Context: an optimization exercise on an open-source flow, tuned for small area, a short achievable clock period and few clock cycles per item. The choices shown serve that exercise and are no tape-out recipe.
In this exercise RTL edits were held to simulation tests only and were not proved equivalent to the original.

File: design/flow/config.mk
export PLATFORM = sky130hd
export DESIGN_NAME = MULDIV_top
export DESIGN_NICKNAME = MULDIV_top
export VERILOG_FILES = /design/flow/design.v
export SDC_FILE = /design/flow/constraint.sdc
export NUM_CORES = 4
export LEC_CHECK = 0
export CAP_MARGIN = 20
export CORE_MARGIN = 2
export CORE_UTILIZATION = 45
export PLACE_DENSITY = 0.6
export SLEW_MARGIN = 20
File: design/flow/constraint.sdc
create_clock -name core_clock -period 10.0 [get_ports {clk}]
set_input_delay 2.0000 -clock core_clock [delete_from_list [all_inputs] [get_ports {clk}]]
set_output_delay 2.0000 -clock core_clock [all_outputs]
set_load 0.01 [all_outputs]
File: design/flow/design.v
module MULDIV_ctrl (
    input clk,
    input start,
    input reset,
    input muldiv_sel,
    input [5:0] AB_status,
    input div_rdy,
    input [1:0] op_mul,
    input op_div1,
    input [31:0] A,
    input [31:0] B,
    input [31:0] A_2C,
	input [31:0] B_2C,
    output reg div_start,
    output reg reg_AB_en,
    output reg reg_muldiv_en,
    output reg mux_muldiv_sel,
    output reg mux_muldiv_out_sel,
    output reg mux_fastres_sel,
    output reg [31:0] fastres,
    output reg muldiv_done
	);
    wire Am1, Bm1, A0, B0, A1, B1;
    parameter IDLE = 3'd0, DIV = 3'd1, DIV_out = 3'd2,
    MUL1 = 3'd3, MUL2 = 3'd4, MUL_out = 3'd5;
    reg [2:0] current_state , next_state;
    reg mux_fastres_sel_temp;
    assign {Bm1, B0, B1, Am1, A0, A1} = AB_status;
always @ (posedge clk or negedge reset) begin
    if(!reset)
        current_state <= IDLE;
    else
        current_state <= next_state;
end
always @*
    mux_fastres_sel = mux_fastres_sel_temp;
always @*
begin
    casez(AB_status)
        6'b???001: begin
        	if(AB_status[5:3] == 3'b000 ||
        	   AB_status[5:3] == 3'b001 ||
        	   AB_status[5:3] == 3'b010 ||
        	   AB_status[5:3] == 3'b100) begin
            	fastres = 32'd0;
           		mux_fastres_sel_temp = 1'b1;
       		end
           	else begin
		       	fastres = 32'd0;
		        mux_fastres_sel_temp = 1'b1;
          	end
           	if(AB_status[3] && muldiv_sel && !op_div1)
           	    fastres = 32'hffffffff;
        end
        6'b000010: begin
            if(muldiv_sel == 1'b0) begin
                if(op_mul == 2'b00)
                    fastres = B;
                else if(op_mul == 2'b01)
                    fastres = {32{B[31]}};
                else
                    fastres = 32'd0;
            end
            else begin
                if (op_div1 == 1'b0)
                    fastres = 32'd0;
                else
                    fastres = 32'd1;
            end
            mux_fastres_sel_temp = 1'b1;
        end
        6'b000100: begin
            if(muldiv_sel == 1'b0) begin
				if(op_mul == 2'b00)
                    fastres = B_2C;
                else if(op_mul == 2'b01)
                    fastres = {32{~B[31]}};
                else
                    fastres = 32'hffffffff;
			end
			else begin
				if (op_div1 == 1'b0)
					fastres = 32'd0;
				else
					fastres = 32'hffffffff;
			end
			mux_fastres_sel_temp = 1'b1;
        end
        6'b010010: begin
            if(muldiv_sel == 1'b0) begin
                if(op_mul == 2'b00)
                    fastres = 32'd1;
                else
                    fastres = 32'd0;
            end
            else begin
                if (op_div1 == 1'b0)
                    fastres = 32'd1;
                else
                    fastres = 32'd0;
            end
            mux_fastres_sel_temp = 1'b1;
        end
        6'b100010: begin
			if(muldiv_sel == 1'b0) begin
				fastres = 32'hffffffff;
			end
			else begin
				if (op_div1 == 1'b0)
					fastres = 32'hffffffff;
				else
					fastres = 32'd0;
			end
            mux_fastres_sel_temp = 1'b1;
        end
       	6'b010100: begin
			if(muldiv_sel == 1'b0) begin
				fastres = 32'hffffffff;
			end
			else begin
				if (op_div1 == 1'b0)
					fastres = 32'hffffffff;
				else
					fastres = 32'd0;
			end
            mux_fastres_sel_temp = 1'b1;
        end
        6'b100100: begin
			if(muldiv_sel == 1'b0) begin
				if(op_mul == 2'b00)
                    fastres = 32'd1;
                else
                    fastres = 32'd0;
			end
			else begin
				if (op_div1 == 1'b0)
					fastres = 32'd1;
				else
					fastres = 32'd0;
			end
			mux_fastres_sel_temp = 1'b1;
        end
        6'b010000: begin
            if(muldiv_sel == 1'b0) begin
                if(op_mul == 2'b00)
                    fastres = A;
                else if(op_mul != 2'b11)
                    fastres = {32{A[31]}};
                else
                    fastres = 32'd0;
            end
            else begin
                if (op_div1 == 1'b0)
                    fastres = A;
                else
                    fastres = 32'd0;
            end
            mux_fastres_sel_temp = 1'b1;
        end
        6'b100000: begin
			if(muldiv_sel == 1'b0) begin
				if(op_mul == 2'b00)
                    fastres = A_2C;
                else
                    fastres = {32{~A[31]}};
			end
			else begin
				if (op_div1 == 1'b0)
					fastres = A_2C;
				else
					fastres = 32'd0;
			end
			mux_fastres_sel_temp = 1'b1;
        end
        6'b001??0: begin
        	if(AB_status[2:1] != 2'b11) begin
		        if(muldiv_sel == 1'b0)
		            fastres = 32'd0;
		        else begin
		            if (op_div1 == 1'b0)
		                fastres = 32'hffffffff;
		            else
		                fastres = A;
		        end
		        mux_fastres_sel_temp = 1'b1;
		  	end
		  	else begin
		  		fastres = 32'd0;
		  		mux_fastres_sel_temp = 1'b0;
		  	end
        end
        6'b000000: begin
            mux_fastres_sel_temp = 1'b0;
            fastres = 32'd0;
        end
		default: begin
            mux_fastres_sel_temp = 1'b1;
            fastres = 32'd0;
        end
    endcase
end
always @*
begin
case(current_state)
    IDLE: begin
        if(start == 1'b1) begin
            div_start = 1'b0;
            reg_muldiv_en = 1'b0;
            mux_muldiv_sel = 1'b0;
            mux_muldiv_out_sel = 1'b0;
            if(mux_fastres_sel_temp) begin
                reg_AB_en = 1'b0;
                muldiv_done = 1'b1;
                next_state = IDLE;
            end
            else begin
                reg_AB_en = 1'b1;
                muldiv_done = 1'b0;
                if(muldiv_sel)
                    next_state = DIV;
                else
                    next_state = MUL1;
            end
        end
        else begin
            div_start = 1'b0;
            reg_AB_en = 1'b0;
            reg_muldiv_en = 1'b0;
            mux_muldiv_sel = 1'b0;
            mux_muldiv_out_sel = 1'b0;
            muldiv_done = 1'b0;
            next_state = IDLE;
       end
    end
    DIV: begin
        reg_AB_en = 1'b0;
        mux_muldiv_sel = 1'b1;
        mux_muldiv_out_sel = 1'b0;
        muldiv_done = 1'b0;
        if (div_rdy == 1'b1) begin
            div_start = 1'b0;
            reg_muldiv_en = 1'b1;
            next_state = DIV_out;
        end
        else begin
            div_start = 1'b1;
            reg_muldiv_en = 1'b0;
            next_state = DIV;
        end
    end
    DIV_out: begin
        div_start = 1'b0;
        reg_AB_en = 1'b0;
        reg_muldiv_en = 1'b0;
        mux_muldiv_sel = 1'b0;
        mux_muldiv_out_sel = 1'b1;
        muldiv_done = 1'b1;
        next_state = IDLE;
    end
    MUL1: begin
        div_start = 1'b0;
        reg_AB_en = 1'b0;
        reg_muldiv_en = 1'b0;
        mux_muldiv_sel = 1'b0;
        mux_muldiv_out_sel = 1'b0;
        muldiv_done = 1'b0;
        next_state = MUL2;
    end
    MUL2: begin
        div_start = 1'b0;
        reg_AB_en = 1'b0;
        reg_muldiv_en = 1'b1;
        mux_muldiv_sel = 1'b0;
        mux_muldiv_out_sel = 1'b0;
        muldiv_done = 1'b0;
        next_state = MUL_out;
    end
    MUL_out: begin
        div_start = 1'b0;
        reg_AB_en = 1'b0;
        reg_muldiv_en = 1'b1;
        mux_muldiv_sel = 1'b0;
        mux_muldiv_out_sel = 1'b0;
        muldiv_done = 1'b1;
        next_state = IDLE;
    end
    default: begin
        div_start = 1'b0;
        reg_AB_en = 1'b0;
        reg_muldiv_en = 1'b0;
        mux_muldiv_sel = 1'b0;
        mux_muldiv_out_sel = 1'b0;
        muldiv_done = 1'b0;
        next_state = IDLE;
    end
    endcase
end
endmodule
module MULDIV_in(
    input [31:0] in_A,
    input [31:0] in_B,
    input op_div0,
    input [1:0] op_mul,
    input muldiv_sel,
    output [5:0] AB_status,
    output [31:0] out_A,
    output [31:0] out_B,
    output [31:0] out_A_2C,
	output [31:0] out_B_2C
	);
    wire [31:0] A_2C, B_2C, A_s, B_s;
    wire [31:0] Dividend, Divisor, M_inA, M_inB;
    reg A0, B0, A1, B1, Am1, Bm1;
    assign A_2C = ~in_A + 1;
    assign B_2C = ~in_B + 1;
    assign A_s = in_A[31] ? A_2C : in_A;
    assign B_s = in_B[31] ? B_2C : in_B;
    assign Dividend = op_div0 ? in_A : A_s;
    assign Divisor = op_div0 ? in_B : B_s;
    assign M_inA = op_mul[1] ? (op_mul[0] ? in_A : A_s) : A_s;
    assign M_inB = op_mul[1] ? in_B : B_s;
    assign out_A = muldiv_sel ? Dividend : M_inA;
    assign out_B = muldiv_sel ? Divisor : M_inB;
	assign out_A_2C = A_2C;
	assign out_B_2C = B_2C;
	always @* begin
		case(in_A)
			32'd0: begin
				A0 = 1'b1;
				A1 = 1'b0;
				Am1 = 1'b0;
	       end
			32'd1: begin
				A0 = 1'b0;
				A1 = 1'b1;
				Am1 = 1'b0;
			end
			32'hffffffff: begin
			    A0 = 1'b0;
				A1 = 1'b0;
				if(muldiv_sel) begin
					if(op_div0)
						Am1 = 1'b0;
					else
						Am1 = 1'b1;
				end
				else begin
					if(op_mul != 2'b11)
						Am1 = 1'b1;
					else
						Am1 = 1'b0;
				end
			end
			default: begin
				A0 = 1'b0;
				A1 = 1'b0;
				Am1 = 1'b0;
			end
		endcase
	end
	always @* begin
		case(in_B)
			32'd0: begin
				B0 = 1'b1;
				B1 = 1'b0;
				Bm1 = 1'b0;
	       end
			32'd1: begin
				B0 = 1'b0;
				B1 = 1'b1;
				Bm1 = 1'b0;
			end
			32'hffffffff: begin
			    B0 = 1'b0;
				B1 = 1'b0;
				if(muldiv_sel) begin
					if(op_div0)
						Bm1 = 1'b0;
					else
						Bm1 = 1'b1;
				end
				else begin
					if(op_mul == 2'b00 || op_mul == 2'b01)
						Bm1 = 1'b1;
					else
						Bm1 = 1'b0;
				end
			end
			default: begin
				B0 = 1'b0;
				B1 = 1'b0;
				Bm1 = 1'b0;
			end
		endcase
	end
    assign AB_status = {Bm1, B1, B0, Am1, A1, A0};
endmodule
module multiplier_32(
    input clk,
    input reset,
    input [31:0] M_inA,
    input [31:0] M_inB,
    output [63:0] P
    );
    wire [7:0] A[0:3], B[0:3];
    wire [15:0] PPHH[3:0], PPHL[3:0], PPLH[3:0], PPLL[3:0];
    wire [15:0] PPHHs2[3:0], PPHLs2[3:0], PPLHs2[3:0], PPLLs2[3:0];
    wire [31:0] MHHs2, MHLs2, MLHs2, MLLs2;
    reg [15:0] PPHH_mreg[3:0], PPHL_mreg[3:0], PPLH_mreg[3:0], PPLL_mreg[3:0];
    assign A[3][7:0] = M_inA[31:24];
    assign A[2][7:0] = M_inA[23:16];
    assign A[1][7:0] = M_inA[15:8];
    assign A[0][7:0] = M_inA[7:0];
    assign B[3][7:0] = M_inB[31:24];
    assign B[2][7:0] = M_inB[23:16];
    assign B[1][7:0] = M_inB[15:8];
    assign B[0][7:0] = M_inB[7:0];
    multiplier_8 PPHH3(A[3], B[3], PPHH[3]);
    multiplier_8 PPHH2(A[3], B[2], PPHH[2]);
    multiplier_8 PPHH1(A[2], B[3], PPHH[1]);
    multiplier_8 PPHH0(A[2], B[2], PPHH[0]);
    multiplier_8 PPHL3(A[3], B[1], PPHL[3]);
    multiplier_8 PPHL2(A[3], B[0], PPHL[2]);
    multiplier_8 PPHL1(A[2], B[1], PPHL[1]);
    multiplier_8 PPHL0(A[2], B[0], PPHL[0]);
    multiplier_8 PPLH3(A[1], B[3], PPLH[3]);
    multiplier_8 PPLH2(A[1], B[2], PPLH[2]);
    multiplier_8 PPLH1(A[0], B[3], PPLH[1]);
    multiplier_8 PPLH0(A[0], B[2], PPLH[0]);
    multiplier_8 PPLL3(A[1], B[1], PPLL[3]);
    multiplier_8 PPLL2(A[1], B[0], PPLL[2]);
    multiplier_8 PPLL1(A[0], B[1], PPLL[1]);
    multiplier_8 PPLL0(A[0], B[0], PPLL[0]);
    always @ (posedge clk or negedge reset)
    begin
        if(!reset) begin
            PPHH_mreg[0] <= 16'd0;
            PPHH_mreg[1] <= 16'd0;
            PPHH_mreg[2] <= 16'd0;
            PPHH_mreg[3] <= 16'd0;
            PPHL_mreg[0] <= 16'd0;
            PPHL_mreg[1] <= 16'd0;
            PPHL_mreg[2] <= 16'd0;
            PPHL_mreg[3] <= 16'd0;
            PPLH_mreg[0] <= 16'd0;
            PPLH_mreg[1] <= 16'd0;
            PPLH_mreg[2] <= 16'd0;
            PPLH_mreg[3] <= 16'd0;
            PPLL_mreg[0] <= 16'd0;
            PPLL_mreg[1] <= 16'd0;
            PPLL_mreg[2] <= 16'd0;
            PPLL_mreg[3] <= 16'd0;
        end
        else begin
            PPHH_mreg[0] <= PPHH[0];
            PPHH_mreg[1] <= PPHH[1];
            PPHH_mreg[2] <= PPHH[2];
            PPHH_mreg[3] <= PPHH[3];
            PPHL_mreg[0] <= PPHL[0];
            PPHL_mreg[1] <= PPHL[1];
            PPHL_mreg[2] <= PPHL[2];
            PPHL_mreg[3] <= PPHL[3];
            PPLH_mreg[0] <= PPLH[0];
            PPLH_mreg[1] <= PPLH[1];
            PPLH_mreg[2] <= PPLH[2];
            PPLH_mreg[3] <= PPLH[3];
            PPLL_mreg[0] <= PPLL[0];
            PPLL_mreg[1] <= PPLL[1];
            PPLL_mreg[2] <= PPLL[2];
            PPLL_mreg[3] <= PPLL[3];
        end
    end
    assign PPHHs2[0] = PPHH_mreg[0];
    assign PPHHs2[1] = PPHH_mreg[1];
    assign PPHHs2[2] = PPHH_mreg[2];
    assign PPHHs2[3] = PPHH_mreg[3];
    assign PPHLs2[0] = PPHL_mreg[0];
    assign PPHLs2[1] = PPHL_mreg[1];
    assign PPHLs2[2] = PPHL_mreg[2];
    assign PPHLs2[3] = PPHL_mreg[3];
    assign PPLHs2[0] = PPLH_mreg[0];
    assign PPLHs2[1] = PPLH_mreg[1];
    assign PPLHs2[2] = PPLH_mreg[2];
    assign PPLHs2[3] = PPLH_mreg[3];
    assign PPLLs2[0] = PPLL_mreg[0];
    assign PPLLs2[1] = PPLL_mreg[1];
    assign PPLLs2[2] = PPLL_mreg[2];
    assign PPLLs2[3] = PPLL_mreg[3];
    assign MHHs2 = (PPHHs2[3] << 16) + ((PPHHs2[2] + PPHHs2[1]) << 8) + PPHHs2[0];
    assign MHLs2 = (PPHLs2[3] << 16) + ((PPHLs2[2] + PPHLs2[1]) << 8) + PPHLs2[0];
    assign MLHs2 = (PPLHs2[3] << 16) + ((PPLHs2[2] + PPLHs2[1]) << 8) + PPLHs2[0];
    assign MLLs2 = (PPLLs2[3] << 16) + ((PPLLs2[2] + PPLLs2[1]) << 8) + PPLLs2[0];
    assign P = (MHHs2 << 32) + ((MHLs2 + MLHs2) << 16) + MLLs2;
endmodule
module multiplier_8(
    input [7:0] a,
    input [7:0] b,
    output [15:0] f
    );
    assign f = a * b;
endmodule
module divider_32(
	input clk,
	input start,
	input reset,
	input [31:0] dividend,
	input [31:0] divisor,
	output rdy,
	output [63:0] div_out);
	wire [31:0] Q32;
	wire A;
	wire [31:0] Rin, Rout, R;
	wire Q;
	wire [4:0] mux_A_sel;
	wire mux_Rin_sel;
	wire reg_Rin_en;
	wire reg_Q_en;
	reg [31:0] reg_R, reg_Q;
	div_control div_control(start, clk, reset, mux_A_sel, mux_Rin_sel, reg_Rin_en, reg_Q_en, rdy);
	div_block div_block(A, divisor, Rin, Rout, Q);
	assign A = dividend[31-mux_A_sel];
	assign Rin = mux_Rin_sel ? reg_R : 32'd0;
	assign Q32 = reg_Q;
	assign R = reg_R;
	assign div_out = {Q32, R};
	always @ (posedge clk or negedge reset) begin
	   if(!reset) begin
	       reg_R <= 32'd0;
           reg_Q <= 32'd0;
	   end
	   else begin
            if (start == 0) begin
                reg_R <= 32'd0;
                reg_Q <= 32'd0;
            end
            else begin
                if (reg_Rin_en == 1)
                    reg_R <= Rout;
                else
                	reg_R <= reg_R;
                if (reg_Q_en == 1) begin
                    reg_Q[31:1] <= reg_Q[30:0];
                    reg_Q[0] <= Q;
                end else
                    reg_Q <= reg_Q;
            end
        end
	end
endmodule
module div_array(
	input [31:0] a,
	input [31:0] b,
	output [31:0] r,
	output q);
	wire [32:0] r_temp;
	wire q_temp;
	assign r_temp = a - b;
	assign q_temp = ~r_temp[32];
	assign r = q_temp ? r_temp[31:0] : a;
	assign q = q_temp;
endmodule
module div_block(
	input A,
	input [31:0] B,
	input [31:0] Rin,
	output [31:0] Rout,
	output Q);
    div_array row_0({Rin[30:0], A}, B, Rout, Q);
endmodule
module div_control(
	input start,
	input clk,
	input reset,
	output reg [4:0] mux_A_sel,
	output reg mux_Rin_sel,
	output reg reg_Rin_en,
	output reg reg_Q_en,
	output reg rdy);
	parameter R1 = 1'b0, Rounds = 1'b1;
	reg current_state;
	reg next_state;
	reg [4:0] round_count;
	reg start_count, rdy_b4_delay;
	always @ (posedge clk or negedge reset) begin
		if(!reset) begin
			current_state <= 1'b0;
			rdy <= 1'b0;	
		end
		else begin
			current_state <= next_state;
			rdy <= rdy_b4_delay;			
		end
	end
	always @ (posedge clk or negedge reset) begin
		if(!reset)
			round_count <= 5'b0;
		else
		begin
			if(start_count)
				round_count <= round_count + 1;
			else
				round_count <= 5'b0;			
		end
	end
	always @* begin
    	case(current_state)
	    	R1: begin
	       		mux_A_sel = 5'b0;
	           	mux_Rin_sel = 1'b0;
	           	rdy_b4_delay = 1'b0;
	    		if(start) begin
	           	   	start_count = 1'b1;
	               	reg_Rin_en = 1'b1;
	               	reg_Q_en = 1'b1;
	               	next_state = Rounds;
	           	end
	           	else begin
	           		start_count = 1'b0;
	               	reg_Rin_en = 1'b0;
	               	reg_Q_en = 1'b0;
	               	next_state = R1;
	           	end
	       	end
	       	Rounds: begin
	       		if(round_count != 5'd31) begin
			   		mux_A_sel = round_count;
			   		start_count = 1'b1;
			   		mux_Rin_sel = 1'b1;
			       	reg_Rin_en = 1'b1;
			       	reg_Q_en = 1'b1;
			       	rdy_b4_delay = 1'b0;
			       	next_state = Rounds;
	           	end
	           	else begin
	           		mux_A_sel = round_count;
	           		start_count = 1'b0;
			   		mux_Rin_sel = 1'b1;
			       	reg_Rin_en = 1'b1;
			       	reg_Q_en = 1'b1;
			       	rdy_b4_delay = 1'b1;
			       	next_state = R1;
	           	end
	       	end
	       	default: begin
	           	start_count = 1'b0;
	           	next_state = R1;
	           	mux_A_sel = 5'b0;
	           	rdy_b4_delay = 0;
	           	mux_Rin_sel = 0;
	           	reg_Rin_en = 0;
	           	reg_Q_en = 0;
	       	end
        endcase
	end
endmodule
module DIVout(
    input [31:0] Q,
    input [31:0] R,
    input Dividend32,
    input [31:0] Divisor_2C,
    input Divisor32,
    input [1:0] op_div,
    output [31:0] out_div);
    wire [31:0] Q_2C, R_2C, out_Rs, out_Qs, out_Q, out_R;
    wire [1:0] signs;
    assign Q_2C = ~Q + 1;
    assign R_2C = ~R + 1;
    assign signs = {Divisor32, Dividend32};
    assign out_Qs = signs[1] ? (signs[0] ? Q : Q_2C) : (signs[0] ? Q_2C : Q);
    assign out_Q = op_div[0] ? Q : out_Qs;
    assign out_Rs = signs[0] ? R_2C : R;
    assign out_R = op_div[0] ? R : out_Rs;
    assign out_div = op_div[1] ? out_R : out_Q;
endmodule
module MULout(
    input [63:0] P,
    input M_inA32,
    input M_inB32,
    input [1:0] op_mul,
    output [31:0] out_mul
    );
    wire [63:0] P_2C, P_s, P_su;
    wire [1:0] signs;
    assign P_2C = ~P + 1;
    assign signs = {M_inA32, M_inB32};
    assign P_s = signs[1] ? (signs[0] ? P : P_2C) : (signs[0] ? P_2C : P);
    assign P_su = signs[1] ? P_2C : P;
    assign out_mul = op_mul[1] ? (op_mul[0] ? P[63:32] : P_su[63:32]) : (op_mul[0] ? P_s[63:32] : P_s[31:0]);
endmodule
module MULDIV_top (
    input clk,
    input start,
    input reset,
    input [31:0] in_A,
    input [31:0] in_B,
    input [1:0] op_div,
    input [1:0] op_mul,
    input muldiv_sel,
    output [31:0] R,
    output muldiv_done
	);
    wire [63:0] AB, P, QR, muldiv1, muldiv2;
    wire [31:0] out_A, out_B, out_A_2C, out_B_2C;
    wire [31:0] out_mul, out_div, muldiv_out;
    wire [5:0] AB_status;
    wire div_start, div_rdy;
    wire reg_AB_en, reg_muldiv_en, mux_muldiv_sel, mux_muldiv_out_sel, mux_fastres_sel;
    wire [31:0] fastres;
    reg [63:0] reg_AB, reg_muldiv;
    MULDIV_ctrl MULDIV_ctrl(clk, start, reset, muldiv_sel, AB_status, div_rdy, op_mul, op_div[1], in_A, in_B, out_A_2C, out_B_2C,
    div_start, reg_AB_en, reg_muldiv_en, mux_muldiv_sel, mux_muldiv_out_sel, mux_fastres_sel, fastres, muldiv_done);
    MULDIV_in MULDIV_in(in_A, in_B, op_div[0], op_mul, muldiv_sel,
    AB_status, out_A, out_B, out_A_2C, out_B_2C);
    assign AB = reg_AB;
    multiplier_32 MUL(clk, reset, AB[63:32], AB[31:0], P);
    divider_32 DIV(clk, div_start, reset, AB[63:32], AB[31:0], div_rdy, QR);
    assign muldiv1 = mux_muldiv_sel ? QR : P;
    assign muldiv2 = reg_muldiv;
    MULout MULout(muldiv2, in_A[31], in_B[31], op_mul, out_mul);
    DIVout DIVout(muldiv2[63:32], muldiv2[31:0], in_A[31], out_B, in_B[31], op_div, out_div);
    assign muldiv_out = mux_muldiv_out_sel ? out_div : out_mul;
    assign R = mux_fastres_sel ? fastres : muldiv_out;
    always @ (posedge clk or negedge reset) begin
        if(!reset) begin
            reg_AB <= 63'd0;
            reg_muldiv <= 63'd0;
        end
        else begin
            if(reg_AB_en) begin
                reg_AB[31:0] <= out_B;
                reg_AB[63:32] <= out_A;
            end
            if(reg_muldiv_en)
                reg_muldiv <= muldiv1;
        end
    end
endmodule
File: design/flow/run.sh
#!/bin/bash
# synth_recipe.tcl (not shown) runs the flow's synth.tcl, then flattens the netlist and writes it again
# the make line also repeats each setting of config.mk as NAME=value (left out here)
make -C /OpenROAD-flow-scripts/flow DESIGN_CONFIG=/design/flow/config.mk WORK_HOME=/design/flow/orfs CLKGATE_MAP_FILE= SYNTH_SCRIPT=/design/flow/synth_recipe.tcl finish
==> results.txt <==
Outcome:
- The flow ran to the end and the layout has no timing, DRC or antenna violations.

Clocking:
- The cell at the root of the clock tree is sky130_fd_sc_hd__clkbuf_16.
- In this run the post-CTS setup repair buffer count came out at 0.
- The source-to-sink clock delay at the later pin of the worst-skew pair is roughly 0.70 ns.
- The hold buffer count at CTS is 0.
- In this run, CTS created clock tree buffers numbering 60.
- Once the clock tree was built, the resizer swapped 0 gates to a different size.
- CTS built an H-tree with a depth of 2.
- The clock-pin slew on the worst setup and hold paths is approximately 0.07 ns.
- The maximum number of buffers from clock root to sink is 3.
- The number of clock sinks is 458.
- TritonCTS built the clock tree.

Flow run:
- Across the run, the number of max-cap violations was 0.

Timing:
- The final setup violation count is 0.
- The clock arrives with 0.0528 ns of skew.
- The minimum period implied by the final worst setup slack is about 9.4 ns.
- The final count of hold timing violations is 0.
- The maximum operating frequency is roughly 110 MHz.
- Setup repair after global routing left no endpoint under its margin.
- The max-slew violation count is 0.
- Measured against its own limit, the worst slew margin works out to between 10% and 20%.
- Setup total negative slack on the finished layout was measured at 0 ns.
- Hold is met by approximately 0.45 ns.
- The actual slew at the worst max-slew pin is between 1 and 1.5 ns.
- Of the available clock period, the critical path in the final layout requires between 90% and 100%.

Global route:
- Entering global routing, the biggest net connects approximately 150 pins.
- The number of global-route vias before repair is ~57,000.
- The aggregate global routing overflow is 0.
- Global routing consumed, over all layers together, around 30% of the routing resources.
- The initial antenna violation count is 31.
- The first global-routing pass estimated about 340,000 µm of wire.

Synthesis:
- For this run, asynchronously set or reset flops after synthesis account for 100%.
- The area of the mapped netlist is between 0.06 and 0.07 mm².
- The synthesized netlist cell count is about 8,000.
- Among all cell types in the netlist, the one instantiated most often is sky130_fd_sc_hd__inv_1.
- The synthesized flop and latch total is roughly 460.
- The largest total area in the synthesized netlist belongs to sky130_fd_sc_hd__fa_1.
- Each instance of the synthesized netlist takes up on average 8.28 µm².
- The most frequently used flop master after synthesis is sky130_fd_sc_hd__dfrtp_1.
- Of the post-synthesis cell area, the dominant cell type holds 17.7%.
- The share of the yosys chip area belonging to registers is between 10% and 20%.
- Counting every net in the synthesized netlist gives 9,484.
- Sorting the synthesized cells by how often they occur yields sky130_fd_sc_hd__inv_1, sky130_fd_sc_hd__nand2_1, sky130_fd_sc_hd__ha_1, sky130_fd_sc_hd__and2_1, sky130_fd_sc_hd__fa_1.
- The count of flip-flops with a built-in enable after synthesis is 0.
- In the post-synthesis netlist, the biggest area contributors are sky130_fd_sc_hd__fa_1, sky130_fd_sc_hd__dfrtp_1, sky130_fd_sc_hd__ha_1, sky130_fd_sc_hd__and2_1, sky130_fd_sc_hd__inv_1.
- The number of distinct library cells after synthesis is just over 80.
- Yosys printed 14 warnings.

Route:
- In the routed design, unresolved DRC markers number 0.
- After detailed routing, the average wire length per cell comes to ~23 µm.
- The count of nets left with antenna violations once routing finished came out at 0.
- The total iterations of the first detailed-routing run is 8.
- For this block, the routed nets add up to approximately 220,000 µm of wire.
- After detailed routing, the number of vias per cell comes to around 5.7.
- The DRC violation total after the first TritonRoute iteration is 4,613.
- Detailed routing inserted a total of around 56,000 vias.

Worst setup path:
- The data required time of the worst path is approximately 8 ns.
- The signal on the critical path passes through clkdlybuf4s50_1 -> or4_1 -> nor4_1 -> nand4_1 -> a221oi_1 -> nand4_1 -> inv_1 -> nand2_1 -> and2_1 -> nor4b_1 -> o21ai_0 -> clkdlybuf4s50_1.
- The critical path is of the in2out type.
- The critical-path maximum fanout is 18.
- The worst setup path is launched from a primary input.
- The delay contributed by the slowest stage of the critical path is 0.80 ns.
- The element type at the critical path end is an output port.
- Data arrives at the worst endpoint at between 7 and 8 ns.
- The cell with the biggest individual delay on the critical path is sky130_fd_sc_hd__nand4_1.

Floorplan:
- The die covers roughly 0.15 mm².
- The row count is 140.
- Measured along the y axis, the die boundary spans just under 400 µm.
- The number of top-level pins is 105.
- After floorplanning, the core was sized to cover approximately 0.15 mm².
- The die outline width is 388 µm.
- The effective utilization at floorplan is between 40 and 50%.

Placed design:
- The post-detailed-placement half-perimeter wirelength is roughly 170,000 µm.
- The last weighted congestion value of the routability-driven placer is 1.07.
- Port buffering added ~100 buffers.

Layout:
- For this run, the post-layout net count is 9,344.
- The area growth from synthesis to layout is 7.76%.
- The ratio of cells with drive above 1 in the final layout is under 10%.

Min path:
- The type of the most critical hold path is reg2reg.
==> state kept, by name (all words and copies together) (netlist names) <==
register / count
MUL.PPHH_mreg: 64
MUL.PPHL_mreg: 64
MUL.PPLH_mreg: 64
MUL.PPLL_mreg: 64
reg_AB: 64
reg_muldiv: 64
DIV.reg_Q: 32
DIV.reg_R: 32
DIV.div_control.round_count: 5
MULDIV_ctrl.current_state: 3
DIV.div_control.current_state: 1
DIV.div_control.rdy: 1
==> worst max-delay path, delay by kind of cell <==
kind,cells,cell delay [ns]
compound gates,2,0.49
buf+inv,3,1.52
simple gates,7,3.40
==> layout make-up <==
type,instances,area [µm²]
Tap cell,1917,2400
Clock inverter,41,636
Multi-Input combinational cell,6163,49700
Inverter,951,3570
Antenna cell,13,32.5
Fill cell,14100,74500
Sequential cell,458,11500
Timing Repair Buffer,234,2030
Clock buffer,71,1600
==> per-layer routing <==
layer	track usage, %	up-vias	wire length [µm]
li1	-	26000	-
met1	39.3	28000	95900
met2	46.9	1968	97800
met3	5.58	465	17500
met4	12.5	28	10600
met5	0	-	175
==> cell usage in the layout, fill, tap and decap left out, types with 31 or more instances in the layout <==
cell type                         synthesis  final
sky130_fd_sc_hd__and2_1                 670    670
sky130_fd_sc_hd__inv_1                  950    950
sky130_fd_sc_hd__or3_1                   58     58
sky130_fd_sc_hd__nand2_1                862    861
sky130_fd_sc_hd__a21oi_1                428    428
sky130_fd_sc_hd__a31oi_1                 57     56
sky130_fd_sc_hd__fa_1                   587    587
sky130_fd_sc_hd__nor4_1                  46     46
sky130_fd_sc_hd__clkdlybuf4s50_1          0    102
sky130_fd_sc_hd__xor2_1                 175    174
sky130_fd_sc_hd__and3_1                  45     45
sky130_fd_sc_hd__buf_4                    0    129
sky130_fd_sc_hd__a21boi_0                60     60
sky130_fd_sc_hd__o21a_1                  38     38
sky130_fd_sc_hd__dfrtp_1                458    450
sky130_fd_sc_hd__a211oi_1                49     49
sky130_fd_sc_hd__mux2i_1                 40     40
sky130_fd_sc_hd__a21o_1                 102    102
sky130_fd_sc_hd__ha_1                   817    817
sky130_fd_sc_hd__nand3_1                104    104
sky130_fd_sc_hd__o21bai_1                33     33
sky130_fd_sc_hd__nor2_1                 546    543
sky130_fd_sc_hd__nor2b_1                 77     76
sky130_fd_sc_hd__o21ai_0                433    433
sky130_fd_sc_hd__o22ai_1                 31     31
sky130_fd_sc_hd__nand2b_1                32     32
sky130_fd_sc_hd__clkbuf_16                0     60
sky130_fd_sc_hd__o211ai_1                45     45
sky130_fd_sc_hd__xnor2_1                401    400
sky130_fd_sc_hd__nor3_1                  97     96
sky130_fd_sc_hd__nand4_1                 47     47
==> per-stage QoR <==
step | utilization (%) | worst slack [ns] | instance area (µm²) | instances
after floorplan | - | 2.76 | 66300 | 8008
after global placement | 47.4 | 0.449 | 69100 | 9723
after detailed placement | 47.4 | 0.756 | 69100 | 9723
after CTS | 48.9 | 0.744 | 71400 | 9835
after global routing | 48.9 | 0.416 | 71400 | 9839
final | 48.9 | 0.586 | 71400 | 9848
==> worst paths after layout <==
check,start,endpoint,slack [ns],depth (start not counted)
worst max register to register,MUL.PPLH_mreg[2][0],reg_muldiv[62],1.55,35
min in group asynchronous,reset,MUL.PPLL_mreg[2][3],1.25,1
worst max-delay path,in_B[16],R[9],0.59,12
worst min register to register,DIV.reg_Q[0],DIV.reg_Q[1],0.45,1
max in group asynchronous,reset,reg_AB[62],6.56,3
worst min-delay path,DIV.reg_Q[0],DIV.reg_Q[1],0.45,1
==> cell families (layout without fill, tap and decap cells) <==
group           after synthesis  in the layout  share of synthesized area [%]
xor+xnor                    576            576                           7.61
other cells                   0             13                              0
mux                          50             50                          0.876
flops                       458            458                           17.3
buf+inv                    1387           1297                           7.88
fa+ha+maj                  1404           1404                           33.2
compound gates             1437           1437                           13.2
simple gates               2696           2696                           20.0
Testbench counts, summed over its fixed seeds: cycles 28,472, items 2,400.

-- port drivers added, routing unchanged --
The results above use ideal ports. As a check the final layout listed here was re-extracted and re-timed, cells and wires unchanged.
Step 1, drivers: a clkbuf_16 drives clk and a buf_2 each remaining input, both assumed.
Step 2, shift: input delay + t, output delay - t, t = (earliest + latest rising clock arrival at the registers) / 2. This alone moves slack from input paths to output paths.
Three values: ideal ports, drivers, drivers and shift; two values: the first two.
t (ns): 0.756
setup slack, ns: 0.586 / 0.520 / 0.520
worst setup path after step 2: input to output
worst register clock-pin slew, ns: 0.07 / 0.07
cell pins on the clock port's net: 1
After both steps this run still meets setup and hold. For this run, drivers alone change the setup slack by -0.066 ns; drivers and shift together by -0.066 ns.
